What follows belongs to an exercise in optimizing a design on an open flow for small area, a short achievable clock period and few clock cycles per item; a production flow would make more cautious choices.
RTL that was checked went through simulation tests only; none was proved equivalent to the original.

## arctan
module arctan #
	(
		parameter integer C_S00_AXIS_TDATA_WIDTH	= 32,
		parameter integer C_M00_AXIS_TDATA_WIDTH	= 32,
    parameter integer ITERATIONS = 16
	)
	(
		input wire  s00_axis_aclk, s00_axis_aresetn,
		input wire  s00_axis_tlast, s00_axis_tvalid,
		input wire [C_S00_AXIS_TDATA_WIDTH-1 : 0] s00_axis_tdata,
		input wire [(C_S00_AXIS_TDATA_WIDTH/8)-1: 0] s00_axis_tstrb,
		output logic  s00_axis_tready,
		input wire  m00_axis_aclk, m00_axis_aresetn,
		input wire  m00_axis_tready,
		output logic  m00_axis_tvalid, m00_axis_tlast,
		output logic [C_M00_AXIS_TDATA_WIDTH-1 : 0] m00_axis_tdata,
		output logic [(C_M00_AXIS_TDATA_WIDTH/8)-1: 0] m00_axis_tstrb
	);
export LEC_CHECK = 0
export ABC_AREA = 1
export CAP_MARGIN = 20
export CORE_MARGIN = 2
export CORE_UTILIZATION = 40
export SETUP_SLACK_MARGIN = 2.5
export SLEW_MARGIN = 20
create_clock -name core_clock -period 5.0 [get_ports {s00_axis_aclk}]
run.sh (not shown) runs the stock make flow with config.mk's settings and CLKGATE_MAP_FILE= SYNTH_SCRIPT=/design/flow/synth_recipe.tcl, a recipe that flattens the netlist after the stock synthesis.
Change:
--- a/flow/design.v
+++ b/flow/design.v
@@ -15,15 +15,16 @@
 		output logic  m00_axis_tvalid, m00_axis_tlast,
 		output logic [C_M00_AXIS_TDATA_WIDTH-1 : 0] m00_axis_tdata,
 		output logic [(C_M00_AXIS_TDATA_WIDTH/8)-1: 0] m00_axis_tstrb
 	);
   logic sv;   
   logic ov;   
   wire adv = ~sv;
-  assign s00_axis_tready = adv;
+  logic rdy;   
+  assign s00_axis_tready = rdy;
   wire signed [15:0] x_in = s00_axis_tdata[15:0];
   wire signed [15:0] y_in = s00_axis_tdata[31:16];
   logic s0_v;
   logic [4:0] s0_side;
   logic signed [15:0] s0_x, s0_y;
   logic [1:0] s0_q;
   logic [0:0] s0_b;
@@ -530,41 +531,48 @@
       s14_side <= s13_side;
     end
   end
   logic signed [18:0] c15_ph;
   logic [18:0] c15_su;
   assign c15_su = {s14_r[18:1], 1'b1} + {18'(s14_pc), s14_bl[1]};
   assign c15_ph = {c15_su[18:1], s14_r[0]};
-      logic signed [18:0] o_ph, k_ph;
+      logic signed [18:0] o_ph;
+      logic signed [18:0] k_ph;
       logic [4:0] o_side, k_side;
       wire push = adv & s14_v;
       wire load_o = m00_axis_tready | ~ov;
       always_ff @(posedge s00_axis_aclk) begin
         if (s00_axis_aresetn == 1'b0) begin
           ov <= 1'b0;
           sv <= 1'b0;
         end else if (load_o) begin
           ov <= sv | push;
           sv <= 1'b0;
         end else begin
           sv <= sv | push;
         end
       end
+  always_ff @(posedge s00_axis_aclk) begin
+    if (s00_axis_aresetn == 1'b0) rdy <= 1'b1;
+    else if (load_o) rdy <= 1'b1;
+    else rdy <= ~(sv | push);
+  end
       always_ff @(posedge s00_axis_aclk) begin
         if (load_o) begin
-          o_ph <= sv ? k_ph : c15_ph;
+          o_ph <= sv ? 19'(k_ph) : c15_ph;
           o_side <= sv ? k_side : s14_side;
         end
         if (adv) begin
           k_ph <= c15_ph;
           k_side <= s14_side;
         end
       end
       assign m00_axis_tvalid = ov;
-  logic o_nsx;
+  logic [12:0] o_sx;
   always_ff @(posedge s00_axis_aclk) begin
-    if (load_o) o_nsx <= ~(sv ? k_ph[18] : c15_ph[18]);
+    o_sx[0] <= load_o ? (sv ? k_ph[18] : c15_ph[18]) : o_ph[18];
+    for (int i = 1; i < 13; i++) o_sx[i] <= load_o ? (sv ? k_ph[18] : c15_ph[18]) : o_sx[i-1];
   end
-  assign m00_axis_tdata = {{(C_M00_AXIS_TDATA_WIDTH-19){~o_nsx}}, o_ph};
+  assign m00_axis_tdata = {o_sx, o_ph};
       assign m00_axis_tlast = o_side[4];
       assign m00_axis_tstrb = o_side[3:0];
     endmodule
Effect:
- The new run completed without violations
- worst setup slack gets better by 150 ps
- critical path depth rose by 7
- first-iteration DRC count fell by about a fifth
- final cell count fell by a few percent
- via count fell by a few percent
- synthesized area fell by a few percent
- cell area fell slightly
- die area fell by a few percent
- global-route usage fell by 0.75 points
- utilization rose by 0.53 points
Testbench counts after the change, summed over its fixed seeds: cycles 16,128, items 16,000.
Only the layout flow was run in the first run of this note; the RTL was not checked for function there.

-- re-timing with driven ports --
How much do the figures lean on ideal ports? The routed layouts below were timed once more, with nothing changed but the port constraints. Step 1 sets driving cells, clkbuf_16 on the clock port and buf_2 on the other inputs (assumed; they add their load-dependent delay and slew). Step 2, shift: input delay + t, output delay - t, t = (earliest + latest rising clock arrival at the registers) / 2. This alone moves slack from input paths to output paths. a / b / c = no drivers / after step 1 / after step 2; a / b = the first two.
run | shift t [ns] | slack for setup (ns) | worst setup path after step 2 | worst slew at a driven data input, ns | pins driven straight from the clock port
the first run | 0.731 | 2.362 / 2.290 / 2.011 | input to register | 0.05 | 1
the second run | 0.718 | 2.514 / 2.514 / 1.927 | input to register | 0.04 | 1
After both steps setup and hold are still met in every run listed. The setup slack of the second run, which loses most, moves by 0.000 ns with the drivers and by -0.587 ns with both steps.
